What follows belongs to an exercise in optimizing a design on an open flow for small area; a production flow would make more cautious choices.
Function was checked by simulation only, so behaviour that the tests miss may differ from the original.

## flow/design.v (module list and top-level ports; edited modules follow where they fit)
// module CC: 1100 lines
// module cc_fa: 6 lines
// module cc_bth: 5 lines
// module cc_s3: 5 lines
// module cc_ha: 6 lines
module CC(
    clk,
    rst_n,
    in_valid,
    mode,
    xi,
    yi,
    out_valid,
    xo,
    yo
);
  // ...
==> flow/flow/run.sh <==
#!/bin/bash
# Own layout flow: the standard synthesis and layout, with port buffers of the smallest buffer.
set -euo pipefail
bash standard.sh synth > synth.log 2>&1
bash standard.sh "BUFFER_PORTS_ARGS=-buffer_cell sky130_fd_sc_hd__buf_1" finish > finish.log 2>&1
==> flow/standard.sh <==
#!/bin/bash
# synth_recipe.tcl (not shown) runs the flow's synth.tcl, then flattens the netlist and writes it again
# the make line also repeats each setting of config.mk as NAME=value (left out here)
make -C /OpenROAD-flow-scripts/flow DESIGN_CONFIG=/design/flow/config.mk WORK_HOME=/design/flow/orfs CLKGATE_MAP_FILE= SYNTH_SCRIPT=/design/flow/synth_recipe.tcl "${@:-finish}"
==> flow/config.mk <==
export PLATFORM = sky130hd
export DESIGN_NAME = CC
export DESIGN_NICKNAME = CC
export VERILOG_FILES = /design/flow/design.v
export SDC_FILE = /design/flow/constraint.sdc
export NUM_CORES = 8
export LEC_CHECK = 0
export CAP_MARGIN = 20
export CORE_MARGIN = 2
export CORE_UTILIZATION = 50
export CTS_BUF_LIST = sky130_fd_sc_hd__clkbuf_16
export SLEW_MARGIN = 20
export SYNTH_HIERARCHICAL = 1
export SYNTH_MINIMUM_KEEP_SIZE = 0
==> flow/constraint.sdc <==
create_clock -name core_clock -period 100.0 [get_ports {clk}]
set_input_delay 20.0000 -clock core_clock [delete_from_list [all_inputs] [get_ports {clk}]]
set_output_delay 20.0000 -clock core_clock [all_outputs]
set_load 0.01 [all_outputs]
==> results.yml, run 1 <==
worst_setup_path:
  end_kind: "register"
  worstPathArrival_ns: 45.38
  crit_buf_inv: 7
  endpoint: "X[7]$_DFF_P_"
  worst_setup_path_start_kind: "input pin"
  required_ns: 100.22
finish:
  fillCellCount: 2922
  multi_input_area_um2: 12900
  num-nets-final: 1983
  n_all_buffers: 72
  clockBufferCount: 10
  seq_cells: 104
  final_cells: 2051
  fin_area_um2: 17200
  largest_class: "multi-input combinational cells"
routing:
  dr_wl_met2_mm: 24.0
  via_per_inst: 6.47
  drt_iter0_drc: 2343
  drc: 0
global_routing:
  grt-ovfl-total: 0
clock_network:
  root_buffer: "clkbuf_16"
  ctsResizeCount: 0
  cts_sinks: 104
  cts_buffers: 9
hold_path:
  hp-start: "cnt[0]$_DFFE_PN0P_"
outcome:
  status: "finished clean"
logic_synthesis:
  synth-edff-count: 68
  synthMuxAreaShare_pct: 4.31
  ys_ff_latch: 104
  avgSynthCellArea_um2: 10.1
die:
  dieHeight_um: 184
  die_area_um2: 34000
  core-area_um2: 32300
placed_design:
  dpl.hpwl_mm: 41.8
sta:
  hold_ws_ns: 0.531
==> inputs of run 2 (changes only) <==
--- a/flow/design.v
+++ b/flow/design.v
@@ -968,21 +968,21 @@
 assign n1115 = ~n1066;
 cc_fa u_n1116 (.a(n1115), .b(n1064), .c(n1114), .s(n1116), .co(n1117));
 assign n1118 = ~n1117;
 cc_fa u_n1119 (.a(n1068), .b(n1067), .c(n1118), .s(n1119), .co(n1120));
 cc_fa u_n1121 (.a(n1071), .b(n1069), .c(n1120), .s(n1121), .co(n1122));
 assign n1123 = n901 ^ n1072;
 assign n1124 = n1123 ^ n1122;
 assign n1125 = m2 & QB[16];
-assign n1126 = m1 ? X[0] : n1125;
-assign n1127 = m1 ? X[1] : n1125;
-assign n1128 = m1 ? X[2] : n1125;
-assign n1129 = m1 ? X[3] : n1125;
-assign n1130 = m1 ? X[4] : n1125;
+assign n1126 = m1 ? RR[0] : n1125;
+assign n1127 = m1 ? RR[1] : n1125;
+assign n1128 = m1 ? RR[2] : n1125;
+assign n1129 = m1 ? RR[3] : n1125;
+assign n1130 = m1 ? RR[4] : n1125;
 assign n1131 = n776 ^ QB[0];
 assign n1132 = ~n776 | ~QB[0];
 assign n1133 = ~n1132;
 cc_fa u_n1134 (.a(n777), .b(QB[1]), .c(n1133), .s(n1134), .co(n1135));
 assign n1136 = ~n1073;
 cc_fa u_n1137 (.a(n1136), .b(QB[2]), .c(n1135), .s(n1137), .co(n1138));
 cc_fa u_n1139 (.a(n1077), .b(QB[3]), .c(n1138), .s(n1139), .co(n1140));
 cc_fa u_n1141 (.a(n1080), .b(QB[4]), .c(n1140), .s(n1141), .co(n1142));
@@ -1081,19 +1081,19 @@
     if (in1 & m1)      QA[12:0] <= {n713, n711, n709, n707, n705, n703, n701, n699, n697, n695, n693, n691, n689};
     else if (in3 & m0) QA[12:0] <= {{~n224, ~n223, ~n222, ~n221, ~n220}, {n219, n218, n217, n216, n215, n214, n213, n212}};
     if (in3 & m0)      QA[16:13] <= {{~n40}, {~n227, ~n226, ~n225}};
     if (t1 & m0)       QB <= {{~n40}, {~n227, ~n226, ~n225, ~n224, ~n223, ~n222, ~n221, ~n220}, {n219, n218, n217, n216, n215, n214, n213, n212}};
     else if ((in2 & m1) | (in3 & m2)) QB <= {~n1105, ~n1103, ~n1101, ~n1099, ~n1097, ~n1095, ~n1093, ~n1091, ~n1089, ~n1087, ~n1085, ~n1083, ~n1080, ~n1077, n1073, ~n777, ~n776};
     if (in2)       RL <= xi;
     else if (step) RL <= {n295, n292, n290, n288, n286, n284, n282, n280};
     if (in3)       RR <= xi;
+    else if (in2 & m1) RR <= {n1124, n1121, n1119, ~n1116, ~n1113, ~n1111, ~n1109, ~n1107};
     else if (step) RR <= {n363, n360, n358, n356, n354, n352, n350, n348};
-    if (in2 & m1)       X <= {n1124, n1121, n1119, ~n1116, ~n1113, ~n1111, ~n1109, ~n1107};
-    else if (t1 & m0)   X <= RL;
+    if (t1 & m0)        X <= RL;
     else if (t1)        X <= {~n1249, n1247, n1244, n1241, n1238, n1235, n1232, n1229} & {8{m2}};
     else if (step)      X <= {n295, n292, n290, n288, n286, n284, n282, n280};
     else                X <= {n376, n374, n372, n370, n368, n366, n364, ~X[0]};
     if (in2)            Y <= yi;
     else if (in3 & m1)  Y <= {6'd0, {n1185}, {n1186}};
     else if (t1 & m2)   Y <= {n1226, n1223, n1220, n1217, n1214, n1211, n1208, n1205};
     else                Y <= {n391, n389, n387, n385, n383, n381, n379, n377};
 end
==> flow/config.mk (replaced) <==
export PLATFORM = sky130hd
export DESIGN_NAME = CC
export DESIGN_NICKNAME = CC
export VERILOG_FILES = /design/flow/design.v
export SDC_FILE = /design/flow/constraint.sdc
export NUM_CORES = 8
export LEC_CHECK = 0
export CAP_MARGIN = 20
export CORE_MARGIN = 2
export CORE_UTILIZATION = 72
export CTS_BUF_LIST = sky130_fd_sc_hd__clkbuf_8
export SLEW_MARGIN = 20
export SYNTH_HIERARCHICAL = 1
export SYNTH_MINIMUM_KEEP_SIZE = 0
==> results.yml, run 2 <==
outcome:
  status: "finished clean"
logic_synthesis:
  yosysSeqAreaShare_pct: 17.2
  ys_ff_latch: 104
  synth-edff-count: 68
  yosys.area.top_type: "fa_1"
  synthCells: 1601
  avgSynthCellArea_um2: 10.1
  synthArstFlopShare_pct: 3.85
  yosysMostFrequentCell: "fa_1"
  synth_area_um2: 16200
  ys.flop_type: "edfxtp_1"
  syn_nets: 1980
  synth_top_area_share_pct: 35.1
  ys.warnings.count: 7
  synth_area_leaders: "fa_1, edfxtp_1, ha_1, a222oi_1, dfxtp_1"
  ys_top_cells_by_count: "fa_1, nand2_1, nor2_1"
  yosys.cell_types.count: 69
worst_setup_path:
  crit_path_top_delay_cell: "fa_1"
  reg2reg_depth: 79
  worst_setup_path_start_kind: "input pin"
  critPathMostFrequentCell: "fa_1"
  slowest_delay_ns: 0.81
  path_class: "in2reg"
  required_ns: 100.29
  end_kind: "register"
  cp_max_fo: 37
  worstPathArrival_ns: 45.00
die:
  initial_core_util_pct: 73.9
  die_w_um: 154
  io_pins: 38
  fp-row-count: 54
  die_area_um2: 23700
  dieHeight_um: 154
  core-area_um2: 22000
sta:
  clock_skew_ns: 0.0203
  timing.final.crit_share_pct: 44.7
  relSlewSlack_pct: 25.0
  final-setup-viol-count: 0
  slew_viol_final: 0
  fmax_ghz: 0.0224
  fin_crit_ns: 44.70
  finalHoldViolations: 0
  timing.setup.tns_ns: 0
  tightest_slew_ns: 1.12
  rsz0062_at_grt: "false"
clock_network:
  root_buffer: "clkbuf_8"
  cts_buffers: 9
  cts_sinks: 104
  htree_levels: 3
  ctsLongestPathBuffers: 2
  postCtsSetupBuffers: 0
  cts.reportedPaths.clkPinSlew_ns: 0.12
  postCtsHoldBufs: 0
  cts_tree: "done"
  ctsResizeCount: 0
  insertion_delay_ns: 0.41
finish:
  syn2layout_area_growth_pct: 3.85
  fin_util_pct: 76.7
  num-nets-final: 1981
  n_antenna_cell: 0
  fin_area_um2: 16800
  drive_gt1_share_pct: 5.66
  top_regs: "QA (17), QB (17)"
  fillCellCount: 1551
  mostFrequentLayoutCells: "fa_1, nand2_1, nor2_1"
  final_common_cell: "fa_1"
routing:
  ant_nets: 0
  route.detailed.wl_per_inst_um: 26.9
  drt_iter0_drc: 2502
  wl_mm: 50.7
  drc: 0
  via_count: 13700
  firstDrtPassIters: 16
  via_per_inst: 7.25
global_routing:
  grt_use_total_pct: 44.4
  antenna_found_initial: 0
  grt-ovfl-total: 0
  grt_first_pass_wirelength_mm: 79.6
  grt_pass1_vias: 13700
  grt_max_degree: 55
placed_design:
  dpl.hpwl_mm: 38.7
  io_buffers: 37
  gp_congestion: 0.974
  place_area_um2: 16600
flow_run:
  max_cap_violations: 0
hold_path:
  whs_path_depth: 1
  hold_path_class: "reg2reg"
run 2: final cells by class:
class                      instances  area [µm²]  share of cell area (%)
sequential                       104        2780                    16.5
timing repair buffer              72         402                    2.38
clock buffer                       9         124                   0.735
multi-input combinational       1337       12800                    76.2
tap                              280         350                    2.08
clock inverter                     7        61.3                   0.364
inverter                          78         293                    1.74
run 2: path summary, 6_finish.rpt:
path                       slack, ns          startpoint                   to
max reg2reg                    74.73  cnt[0]$_DFFE_PN0P_         X[7]$_DFF_P_
min reg2reg                     0.55  cnt[0]$_DFFE_PN0P_   cnt[0]$_DFFE_PN0P_
max                            55.30            in_valid         X[7]$_DFF_P_
min in group asynchronous      19.41               rst_n   cnt[0]$_DFFE_PN0P_
min                             0.55  cnt[0]$_DFFE_PN0P_   cnt[0]$_DFFE_PN0P_
max in group asynchronous      80.40               rst_n  out_valid$_DFF_PN0_
run 2: layer usage:
metal,track usage [%],vias up,wire length [µm]
li1,-,5681,-
met1,62.9,6599,18600
met2,66.0,1201,22000
met3,11.3,203,7520
met4,18.8,0,2560
met5,0.207,-,0
run 2: modules after synthesis, one instance, submodules excluded:
module | copies in the design | flops+latches
cc_s3 | 89 | 0
CC | 1 | 104
cc_ha | 60 | 0
cc_fa | 284 | 0
run 2: cells by family after synthesis:
kind of cell    after synthesis  share of synthesized area [%]
compound gates              360                           15.6
simple gates                476                           14.0
xor+xnor                     75                           4.35
fa+ha+maj                   358                           40.8
mux                          68                           4.32
buf+inv                     160                           3.81
flops                       104                           17.2
run 2: critical path, delay by kind of cell:
kind	cells	cell delay, ns
XOR/XNOR	4	0.62
adder cells (fa/ha/maj)	53	19.49
buffers and inverters	7	2.08
AND/OR/NAND/NOR	7	1.28
AO/OA/AOI/OAI	8	1.48
run 2: through the flow:
| stage | cells | hold slack, ns | worst slack, ns |
|---|---|---|---|
| detailed placement | 1870 | 0.532 | 55.15 |
| global placement | 1870 | 0.528 | 55.89 |
| global route | 1887 | 0.558 | 54.35 |
| floorplan | 1601 | 0.491 | 57.16 |
| finish | 1887 | 0.548 | 55.30 |
| CTS | 1886 | 0.544 | 55.61 |
==> inputs of run 3 (changes only) <==
--- a/flow/config.mk
+++ b/flow/config.mk
@@ -9,3 +9,3 @@
 export CORE_MARGIN = 2
-export CORE_UTILIZATION = 72
+export CORE_UTILIZATION = 65
 export CTS_BUF_LIST = sky130_fd_sc_hd__clkbuf_8
==> results.yml, run 3 <==
hold_path:
  hp-start: "cnt[0]$_DFFE_PN0P_"
  hold_path_class: "reg2reg"
  hold_end: "cnt[0]$_DFFE_PN0P_"
  whs_path_depth: 1
clock_network:
  cts_buffers: 9
  cts_tree: "done"
  root_buffer: "clkbuf_8"
  cts.reportedPaths.clkPinSlew_ns: 0.11
  ctsResizeCount: 0
  ctsLongestPathBuffers: 2
  postCtsSetupBuffers: 0
  postCtsHoldBufs: 0
  htree_levels: 3
  cts_sinks: 104
  insertion_delay_ns: 0.39
die:
  fp-row-count: 57
  die_area_um2: 26200
  die_w_um: 162
  initial_core_util_pct: 66.5
  core-area_um2: 24400
  dieHeight_um: 162
  io_pins: 38
worst_setup_path:
  reg2reg_depth: 79
  slowest_delay_ns: 0.80
  end_kind: "register"
  path_class: "in2reg"
  worstPathArrival_ns: 44.79
  required_ns: 100.27
  cp_max_fo: 37
  reg2reg_slack_ns: 74.89
  critPathMostFrequentCell: "fa_1"
  r2r-start: "cnt[0]$_DFFE_PN0P_"
  crit_buf_inv: 7
  critPathTopFamily: "adder cells"
  timing.rr.end: "X[7]$_DFF_P_"
  crit_path_top_delay_cell: "fa_1"
  worst_setup_path_start_kind: "input pin"
logic_synthesis:
  synthArstFlopShare_pct: 3.85
  synth_area_um2: 16200
  yosysMostFrequentCell: "fa_1"
  synth_top_area_share_pct: 35.1
  yosysSeqAreaShare_pct: 17.2
  avgSynthCellArea_um2: 10.1
  ys.flop_type: "edfxtp_1"
  yosys.area.top_type: "fa_1"
  synthCells: 1601
  syn_nets: 1980
  ys_top_cells_by_count: "fa_1, nand2_1, nor2_1"
  synth-edff-count: 68
  ys_ff_latch: 104
  ys.warnings.count: 7
  synth_area_leaders: "fa_1, edfxtp_1, ha_1, a222oi_1, dfxtp_1"
  yosys.cell_types.count: 69
sta:
  relSlewSlack_pct: 21.6
  fin_crit_ns: 44.52
  finalHoldViolations: 0
  final-setup-viol-count: 0
  slew_viol_final: 0
  timing.setup.tns_ns: 0
  tightest_slew_ns: 1.17
  timing.final.crit_share_pct: 44.5
  clock_skew_ns: 0.0132
  fmax_ghz: 0.0225
  rsz0062_at_grt: "false"
finish:
  n_antenna_cell: 0
  syn2layout_area_growth_pct: 4.17
  drive_gt1_share_pct: 5.66
  top_regs: "QA (17), QB (17)"
  fin_util_pct: 69.3
  mostFrequentLayoutCells: "fa_1, nand2_1, nor2_1"
  final_common_cell: "fa_1"
  num-nets-final: 1982
global_routing:
  grt_use_total_pct: 40.5
  grt_first_pass_wirelength_mm: 79.9
  grt_max_degree: 55
  grt-ovfl-total: 0
  antenna_found_initial: 0
  grt_pass1_vias: 13300
routing:
  via_count: 13400
  drt_iter0_drc: 2338
  wl_mm: 51.1
  route.detailed.wl_per_inst_um: 26.4
  ant_nets: 0
  drc: 0
  firstDrtPassIters: 15
  via_per_inst: 6.91
outcome:
  status: "finished clean"
placed_design:
  gp_congestion: 0.964
  dpl.hpwl_mm: 39.3
  io_buffers: 37
flow_run:
  max_cap_violations: 0
==> run 3: cell counts after synthesis <==
Identical to the previous run, type by type.
==> run 3: Yosys stat by module (local to each module, per instance) <==
module	area, µm²	times used	cells inside	flip-flops and latches
cc_fa	20.0	284	1	0
cc_ha	12.5	60	1	0
CC	8890	1	1168	104
cc_s3	10.0	89	1	0
==> run 3: area by class of cell <==
class                      count  area, µm²
tap                          324        405
fill                        1942       7500
clock inverter                 7       51.3
clock buffer                   9        124
timing repair buffer          73        409
inverter                      78        293
multi-input combinational   1337      12800
sequential                   104       2780
==> run 3: stage by stage <==
stage / setup slack, ns / instances / cell area (µm²) / hold WS (ns)
2_1_floorplan: 57.16 / 1601 / 16200 / 0.491
3_3_place_gp: 55.87 / 1916 / 16700 / 0.522
3_5_place_dp: 55.17 / 1916 / 16700 / 0.532
4_1_cts: 55.59 / 1932 / 16900 / 0.549
5_1_grt: 54.22 / 1932 / 16900 / 0.584
6_report: 55.48 / 1932 / 16900 / 0.555
==> run 3: how the worst max path moves through the flow <==
stage	startpoint	end	cells after the start
after global placement	in_valid	X[7]$_DFF_P_	79
after floorplan	in_valid	X[7]$_DFF_P_	80
after CTS	in_valid	X[7]$_DFF_P_	79
after detailed placement	in_valid	X[7]$_DFF_P_	79
final	in_valid	X[7]$_DFF_P_	79
after global routing	in_valid	X[7]$_DFF_P_	79
==> run 3: cells by family (layout without fill, tap and decap cells) <==
group                    count (synthesis)  count (layout)  share of synthesized area [%]
buffers and inverters                  160             167                           3.81
multiplexers                            68              68                           4.32
AND/OR/NAND/NOR                        476             476                           14.0
adder cells (fa/ha/maj)                358             358                           40.8
flip-flops                             104             104                           17.2
AO/OA/AOI/OAI                          360             360                           15.6
XOR/XNOR                                75              75                           4.35
==> run 3: layer usage <==
| layer | vias up | track usage [%] | part of all wire [%] |
|---|---|---|---|
| met5 | - | 0 | 0 |
| met4 | 0 | 15.2 | 4.1 |
| met3 | 145 | 7.00 | 11 |
| met2 | 915 | 60.1 | 44 |
| met1 | 6604 | 60.5 | 41 |
| li1 | 5691 | - | - |
==> inputs of run 4 (changes only) <==
--- a/flow/config.mk
+++ b/flow/config.mk
@@ -9,4 +9,4 @@
 export CORE_MARGIN = 2
-export CORE_UTILIZATION = 65
-export CTS_BUF_LIST = sky130_fd_sc_hd__clkbuf_8
+export CORE_UTILIZATION = 50
+export CTS_BUF_LIST = sky130_fd_sc_hd__clkbuf_16
 export SLEW_MARGIN = 20
==> results.yml, run 4 <==
outcome:
  status: "finished clean"
global_routing:
  grt_max_degree: 55
  grt_pass1_vias: 13100
  grt_first_pass_wirelength_mm: 82.5
  grt_use_total_pct: 32.8
  antenna_found_initial: 0
  grt-ovfl-total: 0
logic_synthesis:
  ys_ff_latch: 104
  yosys.cell_types.count: 69
  ys.flop_type: "edfxtp_1"
  yosys.area.top_type: "fa_1"
  avgSynthCellArea_um2: 10.1
  synthCells: 1601
  synth_area_leaders: "fa_1, edfxtp_1, ha_1, a222oi_1, dfxtp_1"
  syn_nets: 1980
  yosysMostFrequentCell: "fa_1"
  synth_top_area_share_pct: 35.1
  yosysSeqAreaShare_pct: 17.2
  synth-edff-count: 68
  ys.warnings.count: 7
  ys_top_cells_by_count: "fa_1, nand2_1, nor2_1"
  synth_area_um2: 16200
  synthArstFlopShare_pct: 3.85
finish:
  drive_gt1_share_pct: 5.90
  fillCellCount: 2882
  n_antenna_cell: 0
  fin_area_um2: 17100
  final_common_cell: "fa_1"
  mostFrequentLayoutCells: "fa_1, nand2_1, nor2_1"
  top_regs: "QA (17), QB (17)"
  num-nets-final: 1985
  syn2layout_area_growth_pct: 5.66
  final_cells: 2013
sta:
  timing.final.crit_share_pct: 44.6
  final-setup-viol-count: 0
  relSlewSlack_pct: 34.0
  clock_skew_ns: 0.0163
  slew_viol_final: 0
  fin_ws_ns: 55.45
  rsz0062_at_grt: "false"
  tightest_slew_ns: 0.991
  timing.setup.tns_ns: 0
  finalHoldViolations: 0
  fin_crit_ns: 44.55
  fmax_ghz: 0.0224
placed_design:
  preCtsSetupSlack_ns: 55.18
  gp_congestion: 0.951
  dpl.hpwl_mm: 41.3
  place_area_um2: 16800
  dp_cells: 1996
  io_buffers: 37
worst_setup_path:
  critPathMostFrequentCell: "fa_1"
  timing.rr.end: "X[7]$_DFF_P_"
  startpoint: "in_valid"
  required_ns: 100.24
  path_class: "in2reg"
  cp_max_fo: 37
  reg2reg_slack_ns: 74.91
  reg2reg_depth: 79
  crit_path_top_delay_cell: "fa_1"
  worst_setup_path_start_kind: "input pin"
  worstPathArrival_ns: 44.80
  r2r-start: "cnt[0]$_DFFE_PN0P_"
  worst-path-stages: 79
  slowest_delay_ns: 0.75
  endpoint: "X[7]$_DFF_P_"
  crit_buf_inv: 7
  end_kind: "register"
  critPathTopFamily: "adder cells"
clock_network:
  insertion_delay_ns: 0.37
  cts.reportedPaths.clkPinSlew_ns: 0.09
  cts_sinks: 104
  ctsResizeCount: 0
  root_buffer: "clkbuf_16"
  cts_buffers: 9
  postCtsSetupBuffers: 0
  ctsLongestPathBuffers: 2
  htree_levels: 3
  postCtsHoldBufs: 0
  cts_tree: "done"
routing:
  ant_nets: 0
  firstDrtPassIters: 16
  highest_layer: "met4"
  dr_wl_met2_mm: 23.6
  route.met3.wl_mm: 4.93
  drc: 0
  wl_met1_mm: 22.9
  wl_mm: 53.3
  drt_iter0_drc: 2099
  via_count: 13100
  route.detailed.wl_per_inst_um: 26.5
  via_per_inst: 6.50
hold_path:
  hold_path_class: "reg2reg"
  whs_path_depth: 1
  hp-start: "cnt[0]$_DFFE_PN0P_"
flow_run:
  max_cap_violations: 0
die:
  dieHeight_um: 184
  io_pins: 38
  initial_core_util_pct: 51.1
  die_area_um2: 33900
  core-area_um2: 31700
  fp-row-count: 65
  die_w_um: 184
==> run 4: changes by cell type in the layout (fill, tap and decap cells not counted), moves of 2 or more <==
| cell | previous run | this run |
|---|---|---|
| clkbuf_16 | 0 | 9 |
| inv_8 | 0 | 2 |
| buf_4 | 36 | 39 |
| inv_6 | 3 | 1 |
| clkbuf_8 | 9 | 0 |
==> run 4: how the worst min path moves through the flow <==
stage	end	slack, ns
after global placement	cnt[0]$_DFFE_PN0P_	0.53
final	cnt[0]$_DFFE_PN0P_	0.55
after global routing	cnt[0]$_DFFE_PN0P_	0.57
after CTS	cnt[0]$_DFFE_PN0P_	0.55
after detailed placement	cnt[0]$_DFFE_PN0P_	0.54
after floorplan	cnt[0]$_DFFE_PN0P_	0.49
==> run 4: per-stage QoR <==
stage	hold WS, ns	utilization [%]
final	0.547	54.0
after global routing	0.570	54.0
after CTS	0.549	54.0
after detailed placement	0.540	53.1
after global placement	0.529	53.1
after floorplan	0.491	-
==> run 4: final cells by class <==
type                    count  area [µm²]  share of cell area, %
inverters                  78         293                   1.71
well taps                 402         503                   2.94
multi-input cells        1337       12800                   74.9
clock inverters             7        65.1                  0.380
clock buffers               9         225                   1.31
repair buffers             76         432                   2.52
flip-flops and latches    104        2780                   16.2
==> run 4: layer usage <==
metal,track usage [%],vias up
met4,10.6,0
met3,5.73,107
met2,50.3,739
met1,47.5,6548
li1,-,5699
met5,0,-
==> run 4: cells by family after synthesis <==
group                    share of synthesized area, %
flip-flops                                       17.2
XOR/XNOR                                         4.35
AND/OR/NAND/NOR                                  14.0
AO/OA/AOI/OAI                                    15.6
adder cells (fa/ha/maj)                          40.8
multiplexers                                     4.32
buffers and inverters                            3.81
==> run 4: per-module statistics from Yosys, one instance, submodules excluded <==
module	flops+latches	area (µm²)	copies in the design
cc_s3	0	10.0	89
cc_ha	0	12.5	60
CC	104	8890	1
cc_fa	0	20.0	284

[what the ideal ports hide]
No port has a modelled driver above. Below, the same layouts with a new extraction and two added sets of constraints. Step 1: set_driving_cell puts a clkbuf_16 on clk and a buf_2 on each other input, an assumption about the parent block. Step 2 also shifts input and output timing later by t, the mid clock arrival at the registers, as if the neighbouring blocks saw the same clock. Three values: no drivers, after step 1, after step 2; two values: the first two.
run	t, ns	slack for setup (ns)	worst setup path at the end	worst data-port slew with drivers (ns)
run 1	0.408	54.837 / 54.859 / 54.450	input to register	0.04
run 2	0.437	55.296 / 55.311 / 54.874	input to register	0.04
run 3	0.429	55.479 / 55.500 / 55.070	input to register	0.04
run 4	0.413	55.447 / 55.466 / 55.053	input to register	0.04
After both steps setup and hold are still met in every run listed. For run 2, which loses most, drivers alone change the setup slack by +0.015 ns; drivers and shift together by -0.422 ns.
